Source: an optimization exercise on an open RTL-to-GDS flow (aim: small area, a short achievable clock period and few clock cycles). Production flows keep margins and buffers that such runs may drop. The RTL was checked by simulation tests, not by an equivalence proof against the original design. Power is estimated from default activity; no workload was simulated.

==> flow/design.v, too long to show whole: its modules and the start of the top module <==
// module filter: 1283 lines
// module filter_fa: 4 lines
// module filter_ha: 4 lines
module filter (
	input wire clk,
	input wire rst_n,
	input wire fc_valid,
	input wire [7:0] working_pixel,
	input signed [7:0] fc,
	input wire start,
	output reg [7:0] out_pixel,
	output reg out_valid,
	output wire [15:0] addr,
	output wire wen,
	output wire en,
	output wire [7:0] d
);
  // ...
==> flow/flow/run.sh <==
#!/bin/bash
# The standard layout (standard.sh), with timing repair asked to leave 6.95 ns of
# setup slack at the design's clock period, and larger clock-tree clusters.
set -euo pipefail
bash standard.sh SETUP_SLACK_MARGIN=6.95 \
  "CTS_ARGS=-sink_clustering_enable -repair_clock_nets -sink_clustering_size 25 -sink_clustering_max_diameter 100 -sink_buffer_max_cap_derate 1.0 -buf_list sky130_fd_sc_hd__clkbuf_16" \
  finish > flow_make.log 2>&1
==> flow/standard.sh <==
#!/bin/bash
# synth_recipe.tcl (not shown) runs the flow's synth.tcl, then flattens the netlist and writes it again
# the make line also repeats each setting of config.mk as NAME=value (left out here)
make -C /OpenROAD-flow-scripts/flow DESIGN_CONFIG=/design/flow/config.mk WORK_HOME=/design/flow/orfs CLKGATE_MAP_FILE= SYNTH_SCRIPT=/design/flow/synth_recipe.tcl "${@:-finish}"
==> flow/config.mk <==
export PLATFORM = sky130hd
export DESIGN_NAME = filter
export DESIGN_NICKNAME = filter
export VERILOG_FILES = /design/flow/design.v
export SDC_FILE = /design/flow/constraint.sdc
export NUM_CORES = 4
export LEC_CHECK = 0
export ABC_CLOCK_PERIOD_IN_PS = 3000
export CAP_MARGIN = 20
export CORE_MARGIN = 2
export CORE_UTILIZATION = 60
export PLACE_DENSITY = 0.7
export SLEW_MARGIN = 20
export SYNTH_HIERARCHICAL = 1
export SYNTH_MINIMUM_KEEP_SIZE = 0
==> flow/constraint.sdc <==
create_clock -name core_clock -period 10.0 [get_ports {clk}]
set_input_delay 2.0000 -clock core_clock [delete_from_list [all_inputs] [get_ports {clk}]]
set_output_delay 2.0000 -clock core_clock [all_outputs]
set_load 0.01 [all_outputs]
==> impl_metrics.yaml, run 1 <==
run_status:
  status: "timing/DRC/antenna clean"
final_layout:
  layout_commonest_cell: "dfxtp_1"
  multi_input_logic_portion_of_the_cell_area_pct: 55.3
  area_growth_pct: 9.34
  multi_input_comb_cells: 1224
  post_layout_cell_count: 2215
  sh_seq_area_pct: 33.8
power:
  power.sequential.total_mw: 2.75
  total_power_mw: 5.61
setup_path:
  ff2ff_setup_slack_ns: 6.99
  setup.worst_path.end: "addr[6]"
  timing_worst_setup_path_type: "register to primary output"
  worst-path-stages: 1
die:
  dieWidth_um: 192
  design.portCount: 55
global_route:
  grt.busiest_layer: "met2"
  global_route_wire_length_before_repair_um: 74000
  grtUsageTotal_pct: 25.7
timing:
  maxSlewHeadroom_pct: 46.3
  rsz0062_at_grt: "yes"
  drv_slew: 0
detailed_routing:
  route.vias.total: 13249
logic_synthesis:
  synthesized_instance_count: 1780
  async_reset_ff_share_pct: 0
  synth_adder_area_share_pct: 21.5
worst_hold_path:
  hold_path.startpoint: "sh1"
clocking:
  clock_tree.buffer_depth: 3
flow_run:
  drv_cap: 0
Testbench counts, summed over its fixed seeds: cycles 1,981,686.
==> inputs of run 2 (changes only) <==
==> flow/flow/run.sh (replaced) <==
#!/bin/bash
# The standard layout (standard.sh), with timing repair asked to leave 6.8 ns of
# setup slack at the design's clock period, and larger clock-tree clusters.
set -euo pipefail
bash standard.sh SETUP_SLACK_MARGIN=6.8 \
  "CTS_ARGS=-sink_clustering_enable -repair_clock_nets -sink_clustering_size 25 -sink_clustering_max_diameter 100 -sink_buffer_max_cap_derate 1.0 -buf_list sky130_fd_sc_hd__clkbuf_16" \
  finish > flow_make.log 2>&1
==> run 2 against run 1 <==
  * Global-route usage fell by 1.3 points
  * Sequential share of layout area rose by 0.90 points
  * Design area fell by 3.3%
  * Synthesized cell count stayed put
==> impl_metrics.yaml, run 2 <==
final_layout:
  largest_reg_flops: 200
  largestRegisters: "c (200), as (80), ac (45)"
  area_growth_pct: 5.69
  layout-drive-gt1-share_pct: 22.9
  final_net_count: 1978
  multi_input_gate_area_in_the_final_layout_sq_um: 12700
  layout_commonest_cell: "dfxtp_1"
  n_antenna_cell: 0
  fillCellCount: 2717
  ff_latch_area_sq_um: 7740
  final_design_area_no_fill_sq_um: 22300
  final_util_pct: 64.5
  layout_common_cells: "dfxtp_1, mux2_2, fa_1"
  registers.top_by_ff_count: "c"
  post_layout_cell_count: 2174
clocking:
  post_cts_hold_buffer_count: 0
  cts_htree_levels: 1
  clkSinkCount: 384
  clock_tree_root_buffer_cell: "clkbuf_16"
  cts-buffers-inserted: 19
  insertion_delay_ns: 0.54
  tritoncts: "built"
  clock_tree.buffer_depth: 3
  worst_setup_hold_path_clk_slew_ns: 0.10
setup_path:
  worstReg2RegEnd: "as[3][7]"
  end_kind: "primary output"
  setup.worst_path.end: "addr[7]"
  worstPathMaxFanout: 4
  r2r_cells: 6
  crit_path_top_delay_cell: "dfxtp_2"
  cpPeakStageDelay_ns: 0.38
  crit_family: "flip-flops"
  critPathArrivalTime_ns: 1.16
  worst_ep_required_time_ns: 8.00
  timing_worst_setup_path_type: "register to primary output"
  crit_start: "xx[7]"
  ff2ff_setup_slack_ns: 6.86
  crit_path_cell_trace: "clkdlybuf4s15_1"
  worst-path-buf-inv: 1
  worst_r2r_startpoint: "c[13][4]"
  worst_setup_path_start_kind: "register"
  worst-path-stages: 1
timing:
  maxClockFrequency_mhz: 316
  drv_slew: 0
  endpoints_failing_setup: 0
  final_hold_viol_count: 0
  finalWorstPathRequiredPeriod_ns: 3.16
  finClkSkew_ns: 0.0184
  worst_pin_slew_ns: 0.803
  maxSlewHeadroom_pct: 46.3
  final.setup.tns_ns: 0
  rsz0062_at_grt: "yes"
  fin_crit_sh_pct: 31.6
logic_synthesis:
  avgSynthCellArea_sq_um: 11.9
  synth_cell_types: 59
  synthTopCellsByArea: "dfxtp_1, fa_1, mux2_2"
  yosys.area.top_type: "dfxtp_1"
  ys_seq_elements: 384
  syn-cell-area_sq_um: 21100
  synth_flop_cell: "dfxtp_1"
  synth-edff-count: 0
  async_reset_ff_share_pct: 0
  yosysMostFrequentCell: "dfxtp_1"
  share_of_synthesized_area_occupied_by_flip_flops_and_latches_pct: 36.4
  synth_top_cells_by_count: "dfxtp_1, mux2_2, fa_1, xnor2_1, a22oi_1"
  synth_warnings: 13
  synthesized_instance_count: 1780
  yosysTopAreaCellShare_pct: 36.4
die:
  design.portCount: 55
  die_height_um: 192
  dieWidth_um: 192
  std_cell_rows: 68
  start_util_pct: 61.0
  overall_die_area_sq_um: 36700
  fp.coreArea_sq_um: 34600
global_route:
  global_route_wire_length_before_repair_um: 70800
  gr-total-overflow: 0
  grt_start_max_net_pins: 139
  grtUsageTotal_pct: 24.4
  via_count_of_the_first_global_routing_pass: 13630
  grt_antenna_before_repair: 1
detailed_routing:
  route.vias.total: 12669
  drt_pre_antenna_iters: 5
  drt.antenna.violating_nets: 0
  drt_wl_total_um: 43600
  post_drt_via_cell_ratio: 5.83
  route.detailed.wl_per_inst_um: 20.0
  drt_first_iter_violations: 766
  drcViolationCount: 0
power:
  seq_power_share_pct: 48.9
  p_int_mw: 3.62
  comb_power_share_pct: 35.7
  p_sw_share_pct: 35.3
  power_leakage_nw: 8.93
  power_density_nw_per_um2: 250
  peakVddDrop_mv: 0.157
  power.clock.fraction_pct: 15.4
  switchingPower_mw: 1.97
place:
  number_of_port_buffers: 44
  place.detailed.hpwl_um: 29300
  placed_area_sq_um: 21600
  place_congestion: 0.828
  place_inst: 2140
run_status:
  status: "timing/DRC/antenna clean"
worst_hold_path:
  timing.hold.worst_path_depth: 0
  min_path_type: "register to register"
flow_run:
  drv_cap: 0
run 2: cell counts after synthesis:
No cell type changed its count.
run 2: what timing repair did:
| item | 4_1_cts | 5_1_grt |
|---|---|---|
| setup buffers | 5 | 3 |
| setup endpoints to repair | 140 | 41 |
| resized for setup | 65 | 41 |
run 2: worst min-delay path by stage:
stage                     start  end  slack [ns]
after floorplan             sh1  sh2        0.31
after global placement      sh1  sh2        0.35
after detailed placement    sh1  sh2        0.35
after CTS                   sh1  sh2        0.37
after global routing        sh1  sh2        0.38
final                       sh1  sh2        0.37
run 2: power groups by stage:
stage / Sequential [mW] / Clock (mW) / Combinational, mW
floorplan: 2.35 / 0 / 1.79
global placement: 2.75 / 0 / 1.91
detailed placement: 2.77 / 0 / 2.03
CTS: 2.73 / 0.887 / 2.03
global route: 2.81 / 0.947 / 2.30
finish: 2.73 / 0.862 / 1.99
run 2: logic make-up after synthesis:
group	Yosys count	synth area share [%]
flip-flops	384	36.4
adder cells (fa/ha/maj)	244	21.5
other	2	0.0356
XOR/XNOR	214	8.87
AND/OR/NAND/NOR	183	4.42
buffers and inverters	185	3.75
multiplexers	309	16.4
AO/OA/AOI/OAI	259	8.64
run 2: area by class of cell:
class,count,area share [%]
clock buffer,19,2.13
clock inverter,7,0.258
inverter,19,0.319
multi-input combinational,1224,56.9
sequential,384,34.7
tap,455,2.55
timing repair buffer,66,3.14
run 2: modules after synthesis (local to each module, per instance):
module | area (sq um) | flip-flops and latches | cells inside | copies in the design
filter_fa | 20.0 | 0 | 1 | 195
filter | 17000 | 384 | 1570 | 1
filter_ha | 12.5 | 0 | 1 | 15
run 2: stage by stage:
step | hold slack, ns | setup slack, ns | power (mW)
after detailed placement | 0.350 | 5.85 | 4.80
after CTS | 0.366 | 6.78 | 5.65
after floorplan | 0.310 | 6.72 | 4.14
final | 0.366 | 6.84 | 5.59
after global placement | 0.348 | 5.89 | 4.65
after global routing | 0.378 | 6.76 | 6.06
run 2: layer usage:
layer	share of wire [%]	track usage [%]	vias to the layer above
met5	0	0	-
met4	1.3	5.77	0
met3	4.7	2.32	45
met2	49	42.3	269
met1	45	33.1	6421
li1	-	-	5934
==> inputs of run 3 (changes only) <==
==> flow/flow/run.sh (replaced) <==
#!/bin/bash
# The standard layout (standard.sh), with timing repair asked to leave 6.6 ns of
# setup slack at the design's clock period, and larger clock-tree clusters.
set -euo pipefail
bash standard.sh SETUP_SLACK_MARGIN=6.6 \
  "CTS_ARGS=-sink_clustering_enable -repair_clock_nets -sink_clustering_size 25 -sink_clustering_max_diameter 100 -sink_buffer_max_cap_derate 1.0 -buf_list sky130_fd_sc_hd__clkbuf_16" \
  finish > flow_make.log 2>&1
==> run 3 against run 2 <==
  * Still clean
  * Fmax fell by 4.0%
  * Count of clock-buffer cells in the layout is the same
  * Setup slack worse by 0.13 ns
  * Register-to-register slack got worse by 0.15 ns
  * Global-route usage about the same
  * Sequential cell count unchanged
  * Combinational power hardly changed
  * Sequential power barely moved
  * Synthesized area unchanged
  * Final cell count down 0.32%
  * Critical endpoint is now as[3][7]
  * Largest cell class unchanged
  * Largest power group unchanged
==> impl_metrics.yaml, run 3 <==
final_layout:
  n_antenna_cell: 0
  layout-drive-gt1-share_pct: 21.7
  layout_common_cells: "dfxtp_1, mux2_2, fa_1"
  largestRegisters: "c (200), as (80), ac (45)"
  layout_commonest_cell: "dfxtp_1"
  registers.top_by_ff_count: "c"
  largest_reg_flops: 200
  fillCellCount: 2759
  area_growth_pct: 5.09
  final_net_count: 1972
setup_path:
  crit_start: "sh2"
  worst_setup_path_start_kind: "register"
  ff2ff_setup_slack_ns: 6.71
  worstPathMaxFanout: 47
  critPathArrivalTime_ns: 3.72
  r2r_cells: 6
  cpPeakStageDelay_ns: 0.60
  worstReg2RegEnd: "as[3][7]"
  crit_path_cell_trace: "buf_8 > mux2_2 > fa_1 > fa_1 > fa_1 > fa_1"
  worst_ep_required_time_ns: 10.42
  crit_path_top_delay_cell: "dfxtp_4"
  end_kind: "register"
  most_prevalent_standard_cell_on_the_critical_path: "fa_1"
  worst_r2r_startpoint: "sh2"
  timing_worst_setup_path_type: "register to register"
logic_synthesis:
  avgSynthCellArea_sq_um: 11.9
  synth_top_family_by_area: "adder cells"
  ys_seq_elements: 384
  post_synth_and_or_nand_nor_area_fraction_pct: 4.42
  yosys.area.top_type: "dfxtp_1"
  synth_flop_cell: "dfxtp_1"
  compound_cell_area_share_of_the_yosys_netlist_pct: 8.64
  async_reset_ff_share_pct: 0
  yosysTopAreaCellShare_pct: 36.4
  synth_adder_area_share_pct: 21.5
  synth_cell_types: 59
  synth_warnings: 13
  synth_top_cells_by_count: "dfxtp_1, mux2_2, fa_1, xnor2_1, a22oi_1"
  synthTopCellsByArea: "dfxtp_1, fa_1, mux2_2"
  share_of_synthesized_area_occupied_by_flip_flops_and_latches_pct: 36.4
  synth_xor_xnor_area_share_pct: 8.87
  yosysMostFrequentCell: "dfxtp_1"
  syn-cell-area_sq_um: 21100
  synth-edff-count: 0
  synthesized_instance_count: 1780
  synth_mux_area_share_pct: 16.4
clocking:
  cts-buffers-inserted: 19
  worst_setup_hold_path_clk_slew_ns: 0.10
  clkSinkCount: 384
  tritoncts: "built"
  clock_tree_root_buffer_cell: "clkbuf_16"
  cts_htree_levels: 1
  insertion_delay_ns: 0.53
  clock_tree.buffer_depth: 3
detailed_routing:
  routedLengthMet1_um: 19800
  drt_pre_antenna_iters: 5
  route.detailed.wl_per_inst_um: 20.2
  drcViolationCount: 0
  met3WireLength_um: 2070
  post_drt_via_cell_ratio: 5.85
  drt_wl_total_um: 43800
  drt_first_iter_violations: 752
  routed.top_layer: "met4"
  route.vias.total: 12687
  route.met2.wl_um: 21200
  drt.antenna.violating_nets: 0
die:
  dieWidth_um: 192
  design.portCount: 55
  std_cell_rows: 68
  fp.coreArea_sq_um: 34600
  overall_die_area_sq_um: 36700
  die_height_um: 192
  start_util_pct: 61.0
timing:
  drv_slew: 0
  finClkSkew_ns: 0.0185
  finalWorstPathRequiredPeriod_ns: 3.29
  layout_setup_ws_ns: 6.71
  maxClockFrequency_mhz: 304
  worst_hold_check_slack_ns: 0.368
  final_hold_viol_count: 0
  maxSlewHeadroom_pct: 42.0
  worst_pin_slew_ns: 0.870
  fin_crit_sh_pct: 32.9
  endpoints_failing_setup: 0
  final.setup.tns_ns: 0
  rsz0062_at_grt: "no"
worst_hold_path:
  hold_path.startpoint: "sh1"
  min_path_type: "register to register"
  timing.hold.worst_path_depth: 0
  hold_end: "sh2"
global_route:
  grtUsageTotal_pct: 24.4
  global_route_wire_length_before_repair_um: 70800
  grt_antenna_before_repair: 0
  gr-total-overflow: 0
  via_count_of_the_first_global_routing_pass: 13591
  grt_start_max_net_pins: 120
power:
  power_density_nw_per_um2: 252
  power_leakage_nw: 8.93
  peakVddDrop_mv: 0.165
run_status:
  status: "timing/DRC/antenna clean"
flow_run:
  drv_cap: 0
place:
  place_congestion: 0.835
  place.detailed.hpwl_um: 29800
  dp_worst_setup_slack_ns: 5.81
  number_of_port_buffers: 44
-- run 3: worst max path at each step --
| stage | cells past startpoint | slack (ns) | end |
|---|---|---|---|
| 2_1_floorplan | 7 | 6.57 | as[0][7] |
| 6_report | 6 | 6.71 | as[3][7] |
| 4_1_cts | 1 | 6.61 | out_pixel[2] |
| 3_3_place_gp | 3 | 5.83 | c[8][0] |
| 5_1_grt | 6 | 6.60 | as[4][7] |
| 3_5_place_dp | 3 | 5.81 | c[9][0] |
-- run 3: worst max-delay path: cells and delay by family, from the launching register on --
kind / cells / cell delay, ns
buffers and inverters: 1 / 0.37
DFF: 1 / 0.60
muxes: 1 / 0.39
adders and majority gates: 4 / 1.79
-- run 3: report_power, final --
| group | internal (mW) | switching (mW) | leakage (nW) |
|---|---|---|---|
| clock network | 0.373 | 0.479 | 0.267 |
| logic | 1.11 | 0.910 | 5.47 |
| registers | 2.15 | 0.579 | 3.20 |
| total | 3.63 | 1.97 | 8.93 |
-- run 3: logic make-up after synthesis --
logic type | after synthesis
adder cells (fa/ha/maj) | 244
buffers and inverters | 185
XOR/XNOR | 214
AND/OR/NAND/NOR | 183
multiplexers | 309
flip-flops | 384
other | 2
AO/OA/AOI/OAI | 259
-- run 3: layer usage --
| metal | GRT usage, % | vias to the layer above |
|---|---|---|
| li1 | - | 5920 |
| met5 | 0 | - |
| met1 | 33.2 | 6424 |
| met4 | 5.98 | 0 |
| met3 | 2.56 | 58 |
| met2 | 41.9 | 285 |
-- run 3: layout make-up --
cell class	count	area [sq um]	share of cell area (%)
clock inverter	6	53.8	0.242
clock buffer	19	475	2.14
timing repair buffer	60	614	2.77
multi-input combinational	1224	12700	57.2
sequential	384	7720	34.8
inverter	19	71.3	0.321
tap	455	569	2.56
-- run 3: per-module statistics from Yosys, one instance, submodules excluded --
| module | copies in the design | cells | area (sq um) |
|---|---|---|---|
| filter | 1 | 1570 | 17000 |
| filter_fa | 195 | 1 | 20.0 |
| filter_ha | 15 | 1 | 12.5 |
-- run 3: stage by stage --
stage | instances | utilization (%) | instance area (sq um) | total power, mW
after CTS | 2166 | 63.9 | 22100 | 5.66
after detailed placement | 2141 | 62.3 | 21600 | 4.81
after global placement | 2141 | 62.3 | 21600 | 4.65
after global routing | 2167 | 64.1 | 22200 | 6.07
after floorplan | 1793 | - | 21200 | 4.14
final | 2167 | 64.1 | 22200 | 5.60
-- run 3: repair_timing --
item | CTS | global route
resized for setup | 36 | 19
endpoints found under the setup margin | 113 | 104
hold buffers | 0 | 0
setup buffers | 0 | 1
==> inputs of run 4 (changes only) <==
==> flow/flow/run.sh (replaced) <==
#!/bin/bash
# The standard layout (standard.sh), with timing repair asked to leave 7 ns of
# setup slack at the design's clock period, and larger clock-tree clusters.
set -euo pipefail
bash standard.sh SETUP_SLACK_MARGIN=7 \
  "CTS_ARGS=-sink_clustering_enable -repair_clock_nets -sink_clustering_size 25 -sink_clustering_max_diameter 100 -sink_buffer_max_cap_derate 1.0 -buf_list sky130_fd_sc_hd__clkbuf_16" \
  finish > flow_make.log 2>&1
==> run 4 against run 3 <==
  * Still clean
  * Sequential cell count unchanged
  * Critical path depth increased by 1
  * Final cell count increased by 2.1%
  * Register-to-register slack improved by 0.29 ns
  * Combinational power about the same
  * Non-clock buffer count increased by 45
  * Clock power decreased by 1%
  * Die area unchanged
  * Sequential share of layout area decreased by 1.2 points
  * Core utilization increased by 3.1 points
  * Global-route usage increased by 0.65 points
  * Largest cell class unchanged
  * Highest routed layer unchanged
==> impl_metrics.yaml, run 4 <==
run_status:
  status: "timing/DRC/antenna clean"
power:
  power.clock.fraction_pct: 14.9
  switchingPower_mw: 2.02
  comb_power_share_pct: 36.1
  p_int_mw: 3.63
  power_density_nw_per_um2: 243
  peakVddDrop_mv: 0.194
  p_sw_share_pct: 35.8
  power_leakage_nw: 9.29
  seq_power_share_pct: 49.0
worst_hold_path:
  timing.hold.worst_path_depth: 0
  hold_path.startpoint: "sh1"
  hold_end: "sh2"
  min_path_type: "register to register"
timing:
  fin_crit_sh_pct: 30.1
  finClkSkew_ns: 0.0270
  drv_slew: 0
  worst_pin_slew_ns: 0.783
  maxClockFrequency_mhz: 333
  rsz0062_at_grt: "yes"
  worst_hold_check_slack_ns: 0.372
  endpoints_failing_setup: 0
  final_hold_viol_count: 0
  final.setup.tns_ns: 0
  finalWorstPathRequiredPeriod_ns: 3.01
  maxSlewHeadroom_pct: 47.6
global_route:
  grt_antenna_before_repair: 1
  grt_start_max_net_pins: 111
  gr-total-overflow: 0
  grtUsageTotal_pct: 25.0
  via_count_of_the_first_global_routing_pass: 13705
  global_route_wire_length_before_repair_um: 72300
place:
  number_of_port_buffers: 44
  place.detailed.hpwl_um: 29200
  place_congestion: 0.823
detailed_routing:
  post_drt_via_cell_ratio: 6.02
  drt_wl_total_um: 49400
  drt_pre_antenna_iters: 5
  route.detailed.wl_per_inst_um: 22.3
  drt.antenna.violating_nets: 0
  drcViolationCount: 0
  drt_first_iter_violations: 1193
  route.vias.total: 13309
setup_path:
  ff2ff_setup_slack_ns: 6.99
  worst_setup_path_start_kind: "register"
  worst_r2r_startpoint: "one[2]"
  end_kind: "register"
  timing_worst_setup_path_type: "register to register"
  critPathArrivalTime_ns: 3.42
  r2r_cells: 7
  worstPathMaxFanout: 23
  worstReg2RegEnd: "as[2][11]"
  worst_ep_required_time_ns: 10.41
final_layout:
  layout_common_cells: "dfxtp_1, mux2_2, fa_1"
  n_antenna_cell: 0
  largest_reg_flops: 200
  fillCellCount: 2536
  area_growth_pct: 10.2
  largestRegisters: "c (200), as (80), ac (45)"
  final_net_count: 2017
  layout-drive-gt1-share_pct: 29.9
  registers.top_by_ff_count: "c"
  layout_commonest_cell: "dfxtp_1"
clocking:
  clkSinkCount: 384
  insertion_delay_ns: 0.54
  clock_tree_root_buffer_cell: "clkbuf_16"
  post_cts_hold_buffer_count: 0
  tritoncts: "built"
  cts_htree_levels: 1
  cts-buffers-inserted: 19
  clock_tree.buffer_depth: 3
  worst_setup_hold_path_clk_slew_ns: 0.10
logic_synthesis:
  share_of_synthesized_area_occupied_by_flip_flops_and_latches_pct: 36.4
  async_reset_ff_share_pct: 0
  yosysMostFrequentCell: "dfxtp_1"
  synth_cell_types: 59
  synthTopCellsByArea: "dfxtp_1, fa_1, mux2_2"
  avgSynthCellArea_sq_um: 11.9
  synth_flop_cell: "dfxtp_1"
  synth-edff-count: 0
  yosys.area.top_type: "dfxtp_1"
  ys_seq_elements: 384
  syn-cell-area_sq_um: 21100
  synthesized_instance_count: 1780
  synth_top_cells_by_count: "dfxtp_1, mux2_2, fa_1, xnor2_1, a22oi_1"
  yosysTopAreaCellShare_pct: 36.4
  synth_warnings: 13
die:
  std_cell_rows: 68
  die_height_um: 192
  dieWidth_um: 192
  design.portCount: 55
  start_util_pct: 61.0
  overall_die_area_sq_um: 36700
  fp.coreArea_sq_um: 34600
flow_run:
  drv_cap: 0
==> run 4: cell counts after synthesis <==
Identical to the previous run, type by type.
==> run 4: power by group through the flow <==
| stage | registers (mW) | logic [mW] | clock network (mW) |
|---|---|---|---|
| 2_1_floorplan | 2.35 | 1.79 | 0 |
| 3_3_place_gp | 2.75 | 1.90 | 0 |
| 3_5_place_dp | 2.77 | 2.01 | 0 |
| 4_1_cts | 2.74 | 2.02 | 0.855 |
| 5_1_grt | 2.84 | 2.34 | 0.911 |
| 6_report | 2.77 | 2.04 | 0.840 |
==> run 4: timing repair <==
| action | 4_1_cts | 5_1_grt |
|---|---|---|
| pin swaps | 0 | 12 |
| cloned | 1 | 15 |
| gates resized for setup | 201 | 87 |
| endpoints found under the setup margin | 201 | 58 |
| setup buffers | 22 | 8 |
==> run 4: cell families (layout without fill, tap and decap cells) <==
logic type	count (synthesis)	in the layout	share of synthesized area [%]
AND/OR/NAND/NOR	183	183	4.42
AO/OA/AOI/OAI	259	259	8.64
adder cells (fa/ha/maj)	244	244	21.5
other	2	15	0.0356
XOR/XNOR	214	214	8.87
flip-flops	384	384	36.4
buffers and inverters	185	149	3.75
multiplexers	309	309	16.4
==> run 4: worst max-delay path: stages (launching register included) <==
cell and delay [ns]:
dfxtp_4 0.41, buf_12 0.21, a22oi_2 0.11, xnor2_1 0.23, fa_1 0.49, fa_1 0.53
fa_1 0.46, fa_1 0.43
==> run 4: worst max-delay path by stage <==
stage           endpoint  cells after the start     start
2_1_floorplan   as[2][7]                      8    one[1]
4_1_cts          addr[2]                      1     xx[2]
6_report       as[2][11]                      7    one[2]
3_3_place_gp     c[8][0]                      3  fc_valid
3_5_place_dp     c[7][0]                      3  fc_valid
5_1_grt        as[2][11]                      7    one[2]
==> run 4: modules after synthesis (local to each module, per instance) <==
module,flops+latches,area (sq um),cells
filter_fa,0,20.0,1
filter_ha,0,12.5,1
filter,384,17000,1570
==> run 4: through the flow <==
| stage | std cells | util, % | power (mW) | worst slack (ns) | instance area, sq um |
|---|---|---|---|---|---|
| final | 2212 | 67.2 | 5.65 | 6.99 | 23300 |
| after global routing | 2212 | 67.2 | 6.09 | 6.94 | 23300 |
| after CTS | 2189 | 65.1 | 5.61 | 6.98 | 22500 |
| after detailed placement | 2141 | 62.3 | 4.78 | 5.77 | 21600 |
| after global placement | 2141 | 62.3 | 4.65 | 5.81 | 21600 |
| after floorplan | 1793 | - | 4.14 | 6.92 | 21300 |
==> run 4: routing by layer <==
metal / vias up / global-route usage [%] / part of all wire [%] / wire (um)
met5: - / 0 / 0 / 0
met4: 0 / 5.95 / 2.0 / 984
met3: 78 / 2.87 / 6.8 / 3330
met2: 455 / 41.9 / 47 / 23100
met1: 6755 / 35.0 / 45 / 22000
li1: 6021 / - / - / -
==> run 4: layout make-up <==
cell class / instances / area [sq um] / area share [%]
multi-input combinational: 1224 / 12900 / 55.2
clock inverter: 6 / 31.3 / 0.134
sequential: 384 / 7820 / 33.6
clock buffer: 19 / 475 / 2.04
tap: 455 / 569 / 2.45
timing repair buffer: 105 / 1450 / 6.23
inverter: 19 / 75.1 / 0.323
==> inputs of run 5 (changes only) <==
==> flow/flow/run.sh (replaced) <==
#!/bin/bash
# The standard layout (standard.sh), with timing repair asked to leave 6.9 ns of
# setup slack at the design's clock period, and larger clock-tree clusters.
set -euo pipefail
bash standard.sh SETUP_SLACK_MARGIN=6.9 \
  "CTS_ARGS=-sink_clustering_enable -repair_clock_nets -sink_clustering_size 25 -sink_clustering_max_diameter 100 -sink_buffer_max_cap_derate 1.0 -buf_list sky130_fd_sc_hd__clkbuf_16" \
  finish > flow_make.log 2>&1
--- a/flow/config.mk
+++ b/flow/config.mk
@@ -10,4 +10,4 @@
 export CORE_MARGIN = 2
-export CORE_UTILIZATION = 60
-export PLACE_DENSITY = 0.7
+export CORE_UTILIZATION = 70
+export PLACE_DENSITY = 0.8
 export SLEW_MARGIN = 20
==> run 5 against run 4 <==
  * Synthesized cell count did not move
  * Non-clock buffer count fell by 12
  * Sequential power about the same
  * Sequential share of layout area rose by 0.82 points
  * Via count fell by 2.0%
  * Die area shrank 14%
  * Total power about the same
  * Global-route usage increased by 3.3 points
  * Register-to-register slack lost 0.02 ns
  * Sequential cell count did not move
  * Largest power group unchanged
  * Combinational power about the same
==> impl_metrics.yaml, run 5 <==
detailed_routing:
  drt.antenna.violating_nets: 0
  drt_first_iter_violations: 941
  route.detailed.wl_per_inst_um: 21.2
  route.vias.total: 13045
  drcViolationCount: 0
  drt_pre_antenna_iters: 6
  post_drt_via_cell_ratio: 6.12
  drt_wl_total_um: 45300
logic_synthesis:
  yosys.area.top_type: "dfxtp_1"
  yosysMostFrequentCell: "dfxtp_1"
  synthesized_instance_count: 1780
  syn-cell-area_sq_um: 21100
  async_reset_ff_share_pct: 0
  ys_seq_elements: 384
  synthTopCellsByArea: "dfxtp_1, fa_1, mux2_2"
  synth_top_cells_by_count: "dfxtp_1, mux2_2, fa_1, xnor2_1, a22oi_1"
  synth_flop_cell: "dfxtp_1"
  avgSynthCellArea_sq_um: 11.9
  yosysTopAreaCellShare_pct: 36.4
  synth_cell_types: 59
  synth-edff-count: 0
  synth_warnings: 13
  share_of_synthesized_area_occupied_by_flip_flops_and_latches_pct: 36.4
timing:
  fin_crit_sh_pct: 30.8
  finalWorstPathRequiredPeriod_ns: 3.08
  final_hold_viol_count: 0
  final.setup.tns_ns: 0
  finClkSkew_ns: 0.0227
  rsz0062_at_grt: "yes"
  maxClockFrequency_mhz: 325
  maxSlewHeadroom_pct: 45.9
  drv_slew: 0
  worst_pin_slew_ns: 0.809
  endpoints_failing_setup: 0
clocking:
  clock_tree.buffer_depth: 3
  post_cts_hold_buffer_count: 0
  cts-buffers-inserted: 19
  clkSinkCount: 384
  insertion_delay_ns: 0.54
  clock_tree_root_buffer_cell: "clkbuf_16"
  tritoncts: "built"
  worst_setup_hold_path_clk_slew_ns: 0.10
  cts_htree_levels: 1
worst_hold_path:
  min_path_type: "register to register"
die:
  fp.coreArea_sq_um: 29600
  std_cell_rows: 63
  start_util_pct: 71.3
  die_height_um: 178
  dieWidth_um: 178
  design.portCount: 55
  overall_die_area_sq_um: 31600
global_route:
  global_route_wire_length_before_repair_um: 70700
  grt_start_max_net_pins: 80
  gr-total-overflow: 0
  grt_antenna_before_repair: 0
  via_count_of_the_first_global_routing_pass: 13804
  grtUsageTotal_pct: 28.3
setup_path:
  critPathArrivalTime_ns: 1.08
  worst-path-buf-inv: 1
  crit_family: "flip-flops"
  crit_path_top_delay_cell: "dfxtp_2"
  cpPeakStageDelay_ns: 0.34
  crit_path_cell_trace: "clkdlybuf4s15_2"
  end_kind: "primary output"
  worst_ep_required_time_ns: 8.00
  timing_worst_setup_path_type: "register to primary output"
  worstPathMaxFanout: 2
  worst_setup_path_start_kind: "register"
power:
  power_leakage_nw: 9.10
  power_density_nw_per_um2: 250
  total_power_mw: 5.66
  peakVddDrop_mv: 0.177
final_layout:
  n_antenna_cell: 0
  largest_reg_flops: 200
  largestRegisters: "c (200), as (80), ac (45)"
  layout-drive-gt1-share_pct: 26.7
  registers.top_by_ff_count: "c"
  area_growth_pct: 6.99
  layout_commonest_cell: "dfxtp_1"
  layout_common_cells: "dfxtp_1, mux2_2, fa_1"
  final_net_count: 2005
run_status:
  status: "timing/DRC/antenna clean"
place:
  number_of_port_buffers: 44
  place_congestion: 0.850
  place.detailed.hpwl_um: 28700
flow_run:
  drv_cap: 0
run 5: where the power goes:
part	total (mW)	leakage (nW)	internal (mW)	switching, mW
logic	2.05	5.63	1.11	0.936
clock network	0.857	0.266	0.373	0.483
registers	2.75	3.20	2.16	0.591
total	5.66	9.10	3.65	2.01
run 5: per-layer routing:
| metal | global-route usage (%) | routed length [um] | up-vias |
|---|---|---|---|
| met5 | 0 | 0 | - |
| met4 | 7.41 | 881 | 0 |
| met3 | 4.01 | 3050 | 78 |
| met2 | 49.2 | 22400 | 442 |
| met1 | 37.4 | 19000 | 6522 |
| li1 | - | - | 6003 |
run 5: final timing paths:
| kind | start | endpoint | slack [ns] | cells past startpoint |
|---|---|---|---|---|
| min | sh1 | sh2 | 0.33 | 0 |
| min reg2reg | sh1 | sh2 | 0.33 | 0 |
| max | rr[6] | addr[14] | 6.92 | 1 |
| max reg2reg | c[11][7] | as[1][11] | 6.97 | 6 |
run 5: per-module statistics from Yosys (local to each module, per instance):
module	area (sq um)	cells inside
filter_ha	12.5	1
filter_fa	20.0	1
filter	17000	1570
run 5: repair_timing:
item	4_1_cts	5_1_grt
endpoints found under the setup margin	247	128
resized for setup	131	80
cloned	0	6
buffers inserted	22	5
pin swaps	0	2
run 5: per-stage QoR:
stage	hold WS [ns]	util, %	std cells	setup slack [ns]	cell area, sq um
final	0.333	76.2	2133	6.92	22600
after global routing	0.339	76.2	2133	6.87	22600
after CTS	0.332	75.5	2122	6.90	22400
after detailed placement	0.313	72.6	2077	5.42	21500
after global placement	0.310	72.6	2077	5.44	21500
after floorplan	0.310	-	1793	6.83	21200
run 5: area by class of cell:
| cell class | instances | area, sq um |
|---|---|---|
| timing repair buffer | 93 | 1020 |
| clock inverter | 4 | 53.8 |
| tap | 390 | 488 |
| clock buffer | 19 | 475 |
| fill | 1949 | 7040 |
| multi-input combinational | 1224 | 12700 |
| inverter | 19 | 75.1 |
| sequential | 384 | 7770 |
run 5: kinds of logic after synthesis:
group / Yosys count / synth area share (%)
AND/OR/NAND/NOR: 183 / 4.42
AO/OA/AOI/OAI: 259 / 8.64
flip-flops: 384 / 36.4
XOR/XNOR: 214 / 8.87
multiplexers: 309 / 16.4
adder cells (fa/ha/maj): 244 / 21.5
buffers and inverters: 185 / 3.75
other: 2 / 0.0356
==> inputs of run 6 (changes only) <==
--- a/flow/config.mk
+++ b/flow/config.mk
@@ -10,4 +10,4 @@
 export CORE_MARGIN = 2
-export CORE_UTILIZATION = 70
-export PLACE_DENSITY = 0.8
+export CORE_UTILIZATION = 50
+export PLACE_DENSITY = 0.6
 export SLEW_MARGIN = 20
==> run 6 against run 5 <==
  * Sequential power about the same
  * Design area increased by 1.3%
  * Routed wire length up 4.6%
  * First-iteration DRC count decreased by 33%
  * Largest cell class unchanged
  * Final cell count rose by 7.1%
  * Non-clock buffer count shrank 5
  * Highest routed layer unchanged
  * Via count down 0.90%
  * Global-route usage decreased by 7.4 points
  * Still clean on timing, DRC and antenna
  * Register-to-register slack improved by 0.02 ns
  * Total power about the same
==> impl_metrics.yaml, run 6 <==
detailed_routing:
  drt_first_iter_violations: 631
  route.vias.total: 12927
  post_drt_via_cell_ratio: 5.66
  drcViolationCount: 0
  route.detailed.wl_per_inst_um: 20.8
  drt_wl_total_um: 47400
  drt_pre_antenna_iters: 5
  drt.antenna.violating_nets: 0
timing:
  rsz0062_at_grt: "no"
  finClkSkew_ns: 0.0290
  drv_slew: 0
  worst_pin_slew_ns: 0.791
  final_hold_viol_count: 0
  finalWorstPathRequiredPeriod_ns: 3.07
  fin_crit_sh_pct: 30.7
  maxSlewHeadroom_pct: 47.1
  worst_hold_check_slack_ns: 0.370
  endpoints_failing_setup: 0
  maxClockFrequency_mhz: 326
  final.setup.tns_ns: 0
logic_synthesis:
  share_of_synthesized_area_occupied_by_flip_flops_and_latches_pct: 36.4
  synth_flop_cell: "dfxtp_1"
  synth_top_cells_by_count: "dfxtp_1, mux2_2, fa_1, xnor2_1, a22oi_1"
  ys_seq_elements: 384
  syn-cell-area_sq_um: 21100
  avgSynthCellArea_sq_um: 11.9
  synthesized_instance_count: 1780
  synth-edff-count: 0
  synth_cell_types: 59
  yosys.area.top_type: "dfxtp_1"
  yosysMostFrequentCell: "dfxtp_1"
  yosysTopAreaCellShare_pct: 36.4
  synth_warnings: 13
  synthTopCellsByArea: "dfxtp_1, fa_1, mux2_2"
  async_reset_ff_share_pct: 0
clocking:
  insertion_delay_ns: 0.55
  cts_htree_levels: 1
  post_cts_hold_buffer_count: 0
  clkSinkCount: 384
  clock_tree.buffer_depth: 3
  tritoncts: "built"
  worst_setup_hold_path_clk_slew_ns: 0.10
  cts-buffers-inserted: 20
  clock_tree_root_buffer_cell: "clkbuf_16"
final_layout:
  layout_common_cells: "dfxtp_1, mux2_2, fa_1"
  area_growth_pct: 8.33
  largest_reg_flops: 200
  final_net_count: 2001
  layout-drive-gt1-share_pct: 27.8
  final_design_area_no_fill_sq_um: 22900
  layout_commonest_cell: "dfxtp_1"
  registers.top_by_ff_count: "c"
  largestRegisters: "c (200), as (80), ac (45)"
  final_util_pct: 54.7
power:
  power.clock.fraction_pct: 16.0
  p_sw_share_pct: 35.5
  total_power_mw: 5.66
  p_int_mw: 3.65
  comb_power_share_pct: 35.3
  switchingPower_mw: 2.01
  power_leakage_nw: 9.10
  seq_power_share_pct: 48.7
  peakVddDrop_mv: 0.162
  power_density_nw_per_um2: 247
die:
  design.portCount: 55
  start_util_pct: 50.5
  std_cell_rows: 75
  die_height_um: 210
  fp.coreArea_sq_um: 41900
  dieWidth_um: 210
  overall_die_area_sq_um: 43900
global_route:
  gr-total-overflow: 0
  via_count_of_the_first_global_routing_pass: 13589
  global_route_wire_length_before_repair_um: 73200
  grt_antenna_before_repair: 0
  grt_start_max_net_pins: 116
  grtUsageTotal_pct: 21.0
setup_path:
  crit_path_top_delay_cell: "dfxtp_1"
  worst_setup_path_start_kind: "register"
  worst_ep_required_time_ns: 8.00
  worst-path-buf-inv: 1
  end_kind: "primary output"
  ff2ff_setup_slack_ns: 6.99
  timing_worst_setup_path_type: "register to primary output"
  worstPathMaxFanout: 1
  cpPeakStageDelay_ns: 0.32
  critPathArrivalTime_ns: 1.07
  crit_path_cell_trace: "clkdlybuf4s15_2"
  crit_family: "flip-flops"
run_status:
  status: "timing/DRC/antenna clean"
flow_run:
  drv_cap: 0
place:
  placed_area_sq_um: 21700
  place.detailed.hpwl_um: 30100
  place_congestion: 0.798
  number_of_port_buffers: 44
worst_hold_path:
  min_path_type: "register to register"
-- run 6: path summary, 6_finish.rpt --
kind / startpoint / to / cells past startpoint
worst min register to register: sh1 / sh2 / 0
worst min-delay path: sh1 / sh2 / 0
worst max-delay path: out_pixel[5] / out_pixel[5] / 1
worst max register to register: sh2 / as[4][7] / 6
-- run 6: cell type report --
| cell class | instances | area (sq um) |
|---|---|---|
| Clock buffer | 21 | 526 |
| Fill cell | 3566 | 19000 |
| Tap cell | 539 | 674 |
| Multi-Input combinational cell | 1224 | 12800 |
| Antenna cell | 2 | 5.00 |
| Inverter | 19 | 75.1 |
| Sequential cell | 384 | 7800 |
| Clock inverter | 8 | 58.8 |
| Timing Repair Buffer | 88 | 991 |
-- run 6: power by group through the flow --
stage / logic (mW) / registers (mW) / clock network (mW)
5_1_grt: 2.33 / 2.84 / 0.986
2_1_floorplan: 1.79 / 2.35 / 0
4_1_cts: 2.04 / 2.74 / 0.942
3_3_place_gp: 1.92 / 2.77 / 0
3_5_place_dp: 2.03 / 2.78 / 0
6_report: 2.00 / 2.76 / 0.906
-- run 6: stage by stage --
stage,setup slack (ns),std cells
6_report,6.93,2285
5_1_grt,6.85,2283
4_1_cts,6.89,2273
3_5_place_dp,5.78,2223
3_3_place_gp,5.81,2223
2_1_floorplan,6.83,1793
-- run 6: kinds of logic (layout without fill, tap and decap cells) --
family / after synthesis / count (layout) / synth area share, %
other cells: 2 / 17 / 0.0356
flops: 384 / 384 / 36.4
simple gates: 183 / 183 / 4.42
mux: 309 / 309 / 16.4
buf+inv: 185 / 136 / 3.75
fa+ha+maj: 244 / 244 / 21.5
xor+xnor: 214 / 214 / 8.87
compound gates: 259 / 259 / 8.64
-- run 6: repair_timing --
item                                    4_1_cts  5_1_grt
pin swaps                                     0        3
setup buffers                                21        4
endpoints found under the setup margin      194      113
cloned                                        0        6
resized for setup                           158       64
-- run 6: routing by layer --
layer	vias to the layer above	part of all wire, %	track usage, %
met3	67	4.8	2.32
met4	0	1.8	5.60
met5	-	0	0
met1	6563	46	28.9
met2	283	47	35.2
li1	6014	-	-
-- run 6: per-module statistics from Yosys (local to each module, per instance) --
module,flip-flops and latches,times used,cell area (sq um)
filter,384,1,17000
filter_ha,0,15,12.5
filter_fa,0,195,20.0
==> inputs of run 7 (changes only) <==
--- a/flow/config.mk
+++ b/flow/config.mk
@@ -10,4 +10,4 @@
 export CORE_MARGIN = 2
-export CORE_UTILIZATION = 50
-export PLACE_DENSITY = 0.6
+export CORE_UTILIZATION = 60
+export PLACE_DENSITY = 0.7
 export SLEW_MARGIN = 20
==> run 7 against run 6 <==
  * Still clean
  * Final cell count shrank 3.9%
  * Global-route usage rose by 3.7 points
  * Combinational power barely moved
  * Design area is 1.1% lower
  * Sequential cell count is the same
  * Register-to-register slack lost 0.04 ns
  * Fmax about the same
  * Largest power group unchanged
==> impl_metrics.yaml, run 7 <==
setup_path:
  worst_ep_required_time_ns: 8.00
  crit_path_cell_trace: "clkdlybuf4s15_1"
  end_kind: "primary output"
  cpPeakStageDelay_ns: 0.32
  timing_worst_setup_path_type: "register to primary output"
  worstPathMaxFanout: 1
  crit_start: "out_pixel[0]"
  critPathArrivalTime_ns: 1.06
  worst_r2r_startpoint: "c[11][2]"
  crit_family: "flip-flops"
  worst_setup_path_start_kind: "register"
  worst-path-buf-inv: 1
  crit_path_top_delay_cell: "dfxtp_1"
clocking:
  cts_htree_levels: 1
  clkSinkCount: 384
  insertion_delay_ns: 0.53
  clock_tree.buffer_depth: 3
  post_cts_hold_buffer_count: 0
  clock_tree_root_buffer_cell: "clkbuf_16"
  tritoncts: "built"
  worst_setup_hold_path_clk_slew_ns: 0.10
  cts-buffers-inserted: 19
timing:
  worst_hold_check_slack_ns: 0.367
  worst_pin_slew_ns: 0.809
  final.setup.tns_ns: 0
  maxSlewHeadroom_pct: 45.9
  maxClockFrequency_mhz: 326
  fin_crit_sh_pct: 30.6
  rsz0062_at_grt: "no"
  drv_slew: 0
  finClkSkew_ns: 0.0159
  final_hold_viol_count: 0
  finalWorstPathRequiredPeriod_ns: 3.06
  endpoints_failing_setup: 0
  layout_setup_ws_ns: 6.94
die:
  dieWidth_um: 192
  start_util_pct: 61.0
  die_height_um: 192
  fp.coreArea_sq_um: 34600
  std_cell_rows: 68
  overall_die_area_sq_um: 36700
  design.portCount: 55
worst_hold_path:
  hold_path.startpoint: "sh1"
  min_path_type: "register to register"
final_layout:
  layout_common_cells: "dfxtp_1, mux2_2, fa_1"
  n_antenna_cell: 0
  final_net_count: 2002
  post_layout_cell_count: 2196
  area_growth_pct: 7.13
  registers.top_by_ff_count: "c"
  layout_commonest_cell: "dfxtp_1"
  layout-drive-gt1-share_pct: 26.8
  largestRegisters: "c (200), as (80), ac (45)"
  final_design_area_no_fill_sq_um: 22600
  final_util_pct: 65.3
  largest_reg_flops: 200
detailed_routing:
  drcViolationCount: 0
  routedLengthMet1_um: 20800
  routed.top_layer: "met4"
  drt_pre_antenna_iters: 6
  drt.antenna.violating_nets: 0
  route.met2.wl_um: 22000
  drt_wl_total_um: 46100
  drt_first_iter_violations: 860
  route.detailed.wl_per_inst_um: 21.0
  post_drt_via_cell_ratio: 5.86
  met3WireLength_um: 2410
  route.vias.total: 12879
logic_synthesis:
  yosysTopAreaCellShare_pct: 36.4
  ys_seq_elements: 384
  synthesized_instance_count: 1780
  synth-edff-count: 0
  yosysMostFrequentCell: "dfxtp_1"
  synthTopCellsByArea: "dfxtp_1, fa_1, mux2_2"
  async_reset_ff_share_pct: 0
  share_of_synthesized_area_occupied_by_flip_flops_and_latches_pct: 36.4
  synth_warnings: 13
  synth_cell_types: 59
  syn-cell-area_sq_um: 21100
  synth_flop_cell: "dfxtp_1"
  synth_top_cells_by_count: "dfxtp_1, mux2_2, fa_1, xnor2_1, a22oi_1"
  yosys.area.top_type: "dfxtp_1"
  avgSynthCellArea_sq_um: 11.9
flow_run:
  drv_cap: 0
global_route:
  grtUsageTotal_pct: 24.6
  global_route_wire_length_before_repair_um: 71000
  via_count_of_the_first_global_routing_pass: 13600
  gr-total-overflow: 0
  grt_antenna_before_repair: 0
  grt_start_max_net_pins: 130
place:
  place.detailed.hpwl_um: 29500
  place_inst: 2141
  dp_worst_setup_slack_ns: 5.84
  number_of_port_buffers: 44
  placed_area_sq_um: 21600
  place_congestion: 0.811
power:
  peakVddDrop_mv: 0.165
  power_leakage_nw: 9.06
  total_power_mw: 5.60
  power_density_nw_per_um2: 247
run_status:
  status: "timing/DRC/antenna clean"
[run 7: repair_timing]
action / in CTS / in global routing
setup buffers: 19 / 7
resized for setup: 134 / 64
gates cloned: 0 / 5
pin swaps: 0 / 3
endpoints found under the hold margin: 0 / 0
endpoints found under the setup margin: 163 / 61
[run 7: logic make-up (layout without fill, tap and decap cells)]
family | Yosys count | count (layout) | synth area share (%)
xor+xnor | 214 | 214 | 8.87
other cells | 2 | 15 | 0.0356
fa+ha+maj | 244 | 244 | 21.5
simple gates | 183 | 183 | 4.42
compound gates | 259 | 259 | 8.64
flops | 384 | 384 | 36.4
mux | 309 | 309 | 16.4
buf+inv | 185 | 133 | 3.75
[run 7: final timing paths]
kind                                     end  slack [ns]  cells after the start
worst min register to register           sh2        0.37                      0
worst max-delay path            out_pixel[0]        6.94                      1
worst max register to register      as[1][7]        6.95                      6
worst min-delay path                     sh2        0.37                      0
[run 7: area by class of cell]
class / count / area (sq um)
Timing Repair Buffer: 90 / 978
Clock inverter: 5 / 31.3
Tap cell: 455 / 569
Multi-Input combinational cell: 1224 / 12700
Sequential cell: 384 / 7780
Fill cell: 2666 / 12000
Clock buffer: 19 / 475
Inverter: 19 / 75.1
[run 7: metal layers]
layer  track usage (%)  vias up
li1                  -     5969
met1              33.7     6524
met2              42.6      328
met3              2.12       58
met4              5.65        0
met5                 0        -
[run 7: power breakdown]
group | switching (mW) | leakage (nW) | internal, mW
sequential | 0.587 | 3.20 | 2.16
clock | 0.490 | 0.260 | 0.349
combinational | 0.912 | 5.60 | 1.10
total | 1.99 | 9.06 | 3.61
[run 7: per-module statistics from Yosys (local to each module, per instance)]
module | times used | flip-flops and latches | cells | area (sq um)
filter_ha | 15 | 0 | 1 | 12.5
filter | 1 | 384 | 1570 | 17000
filter_fa | 195 | 0 | 1 | 20.0
==> inputs of run 8 (changes only) <==
--- a/flow/config.mk
+++ b/flow/config.mk
@@ -7,3 +7,3 @@
 export LEC_CHECK = 0
-export ABC_CLOCK_PERIOD_IN_PS = 3000
+export ABC_AREA = 1
 export CAP_MARGIN = 20
==> run 8 against run 7 <==
  * Still clean on timing, DRC and antenna
  * Total power decreased by 22%
  * Count of clock-buffer cells in the layout unchanged
  * Clock power increased by 2%
  * Largest power group unchanged
  * Highest routed layer unchanged
==> impl_metrics.yaml, run 8 <==
final_layout:
  largest_reg_flops: 200
  registers.top_by_ff_count: "c"
  layout_common_cells: "nand2_1, dfxtp_1, o21ai_0"
  layout_commonest_cell: "nand2_1"
  final_design_area_no_fill_sq_um: 23100
  post_layout_cell_count: 2856
  area_growth_pct: 10.5
  largestRegisters: "c (200), as (80), ac (45)"
  final_net_count: 2661
  layout-drive-gt1-share_pct: 10.5
timing:
  maxClockFrequency_mhz: 321
  rsz0062_at_grt: "yes"
  drv_slew: 0
  fin_crit_sh_pct: 31.2
  final.setup.tns_ns: 0
  worst_hold_check_slack_ns: 0.341
  worst_pin_slew_ns: 0.754
  endpoints_failing_setup: 0
  maxSlewHeadroom_pct: 49.6
  final_hold_viol_count: 0
  finClkSkew_ns: 0.0394
  finalWorstPathRequiredPeriod_ns: 3.12
  layout_setup_ws_ns: 6.88
detailed_routing:
  drt_pre_antenna_iters: 6
  drt.antenna.violating_nets: 0
  drt_first_iter_violations: 1595
  drcViolationCount: 0
  route.detailed.wl_per_inst_um: 18.6
  post_drt_via_cell_ratio: 5.58
  route.vias.total: 15926
  drt_wl_total_um: 53000
global_route:
  via_count_of_the_first_global_routing_pass: 15714
  gr-total-overflow: 0
  global_route_wire_length_before_repair_um: 82500
  grt_start_max_net_pins: 126
  grtUsageTotal_pct: 28.9
  grt_antenna_before_repair: 0
worst_hold_path:
  min_path_type: "register to register"
clocking:
  cts-buffers-inserted: 19
  post_cts_hold_buffer_count: 0
  worst_setup_hold_path_clk_slew_ns: 0.10
  clock_tree_root_buffer_cell: "clkbuf_16"
  clkSinkCount: 384
  clock_tree.buffer_depth: 3
  cts_htree_levels: 1
  insertion_delay_ns: 0.56
  tritoncts: "built"
flow_run:
  drv_cap: 0
logic_synthesis:
  synth_cell_types: 39
  avgSynthCellArea_sq_um: 8.78
  share_of_synthesized_area_occupied_by_flip_flops_and_latches_pct: 36.7
  synthTopCellsByArea: "dfxtp_1, fa_1, nand2_1"
  yosys.area.top_type: "dfxtp_1"
  ys_seq_elements: 384
  synth-edff-count: 0
  async_reset_ff_share_pct: 0
  synth_top_cells_by_count: "nand2_1, dfxtp_1, o21ai_0, fa_1, xor2_1"
  synth_warnings: 13
  synth_flop_cell: "dfxtp_1"
  synthesized_instance_count: 2383
  yosysTopAreaCellShare_pct: 36.7
  syn-cell-area_sq_um: 20900
  yosysMostFrequentCell: "nand2_1"
setup_path:
  worst_r2r_startpoint: "one[2]"
  critPathArrivalTime_ns: 3.55
  worstReg2RegEnd: "as[0][7]"
  most_prevalent_standard_cell_on_the_critical_path: "fa_1"
  crit_path_cell_trace: "clkinvlp_4 > buf_12 > clkbuf_16 > o22ai_1 > xor2_1 > fa_1 > fa_1 > fa_1 > fa_1"
  crit_path_top_delay_cell: "fa_1"
  ff2ff_setup_slack_ns: 6.88
  crit_start: "one[2]"
  worstPathMaxFanout: 17
  worst_setup_path_start_kind: "register"
  cpPeakStageDelay_ns: 0.47
  r2r_cells: 9
  setup.worst_path.end: "as[0][7]"
  end_kind: "register"
  worst_ep_required_time_ns: 10.43
  timing_worst_setup_path_type: "register to register"
die:
  die_height_um: 191
  start_util_pct: 60.7
  design.portCount: 55
  fp.coreArea_sq_um: 34500
  dieWidth_um: 191
  overall_die_area_sq_um: 36400
  std_cell_rows: 68
place:
  place.detailed.hpwl_um: 34100
  number_of_port_buffers: 44
  dp_worst_setup_slack_ns: 5.89
  placed_area_sq_um: 21400
  place_inst: 2770
  place_congestion: 0.884
power:
  power_leakage_nw: 10.4
  power_density_nw_per_um2: 190
  peakVddDrop_mv: 0.151
run_status:
  status: "timing/DRC/antenna clean"
==> run 8: cell types whose count changed after synthesis, moves of 45 or more <==
cell	previous run	this run
clkbuf_1	104	54
xor2_1	39	190
inv_1	19	176
buf_2	0	50
nand2_1	53	570
o22ai_1	0	141
xnor2_1	175	10
o21ai_0	49	266
a22oi_1	141	0
clkinv_1	0	45
mux2_2	301	0
==> run 8: layout make-up <==
class                           instances  area, sq um
Timing Repair Buffer                  120         1320
Fill cell                            2846        11300
Antenna cell                            1         2.50
Clock buffer                           19          475
Tap cell                              455          569
Clock inverter                          5         33.8
Timing Repair inverter                  1         7.51
Inverter                              227          990
Multi-Input combinational cell       1644        12000
Sequential cell                       384         7750
==> run 8: per-stage QoR <==
step                      utilization, %  power, mW
after floorplan                        -       3.09
after global placement              62.1       3.44
after detailed placement            62.2       3.52
after CTS                           65.3       4.36
after global routing                67.1       4.74
final                               67.1       4.39
==> run 8: what timing repair did <==
action                     CTS  global route
cloned                       5             5
pin swaps                    1            22
buffers inserted            26            25
setup endpoints to repair  246           133
resized for setup          180            99
==> run 8: layer usage <==
metal	wire length [um]	vias up	GRT usage, %
met5	0	-	0
met4	1560	0	8.74
met3	4090	117	5.32
met2	25100	590	48.3
met1	22300	7632	38.2
li1	-	7587	-
==> run 8: report_power, final <==
part / switching, mW / leakage (nW) / total, mW / internal (mW)
Combinational: 0.914 / 6.97 / 1.52 / 0.603
Sequential: 0.151 / 3.18 / 2.02 / 1.87
Clock: 0.502 / 0.254 / 0.852 / 0.349
Total: 1.57 / 10.4 / 4.39 / 2.82
==> run 8: per-module statistics from Yosys (local to each module, per instance) <==
module,cells inside,flops+latches
filter,2173,384
filter_fa,1,0
filter_ha,1,0
==> run 8: worst min-delay path by stage <==
stage | from | end | slack [ns] | cells after the start
after CTS | sh1 | sh2 | 0.34 | 0
after floorplan | sh1 | sh2 | 0.31 | 0
final | sh1 | sh2 | 0.34 | 0
after detailed placement | sh1 | sh2 | 0.33 | 0
after global placement | sh1 | sh2 | 0.32 | 0
after global routing | sh1 | sh2 | 0.35 | 0
==> run 8: logic make-up after synthesis <==
group           share of synthesized area (%)
fa+ha+maj                                21.7
buf+inv                                  7.37
xor+xnor                                 8.45
flops                                    36.7
simple gates                             13.7
compound gates                           12.1
other cells                            0.0359
==> run 8: worst max-delay path: cells and delay by family (launching register included) <==
| kind | cells | cell delay (ns) |
|---|---|---|
| adder cells (fa/ha/maj) | 4 | 1.74 |
| buffers and inverters | 3 | 0.47 |
| flip-flops | 1 | 0.39 |
| XOR/XNOR | 1 | 0.22 |
| AO/OA/AOI/OAI | 1 | 0.19 |

==> separate check: timing with driven ports <==
The flow's constraints put no driver on any port. The routed layouts listed below were extracted and timed again, unchanged, in two steps. Step 1 sets driving cells, clkbuf_16 on the clock port and buf_2 on the other inputs (assumed; they add their load-dependent delay and slew). Step 2, shift: input delay + t, output delay - t, t = (earliest + latest rising clock arrival at the registers) / 2. This alone moves slack from input paths to output paths. Slacks: ideal ports / drivers / drivers and shift; pairs: ideal ports / drivers.
run | t, ns | setup slack, ns | clock arrival spread, ns
run 1 | 0.585 | 6.984 / 6.929 / 6.453 | 0.020 / 0.021
run 2 | 0.581 | 6.839 / 6.784 / 6.286 | 0.021 / 0.021
run 3 | 0.577 | 6.706 / 6.706 / 6.176 | 0.019 / 0.019
run 4 | 0.577 | 6.993 / 6.950 / 6.483 | 0.027 / 0.027
run 5 | 0.572 | 6.924 / 6.874 / 6.431 | 0.027 / 0.027
run 6 | 0.593 | 6.934 / 6.880 / 6.462 | 0.029 / 0.029
run 7 | 0.577 | 6.936 / 6.885 / 6.446 | 0.016 / 0.017
run 8 | 0.595 | 6.883 / 6.883 / 6.471 | 0.040 / 0.041
After both steps every run listed still meets setup and hold. For run 2, which loses most, drivers alone change the setup slack by -0.055 ns; drivers and shift together by -0.553 ns.
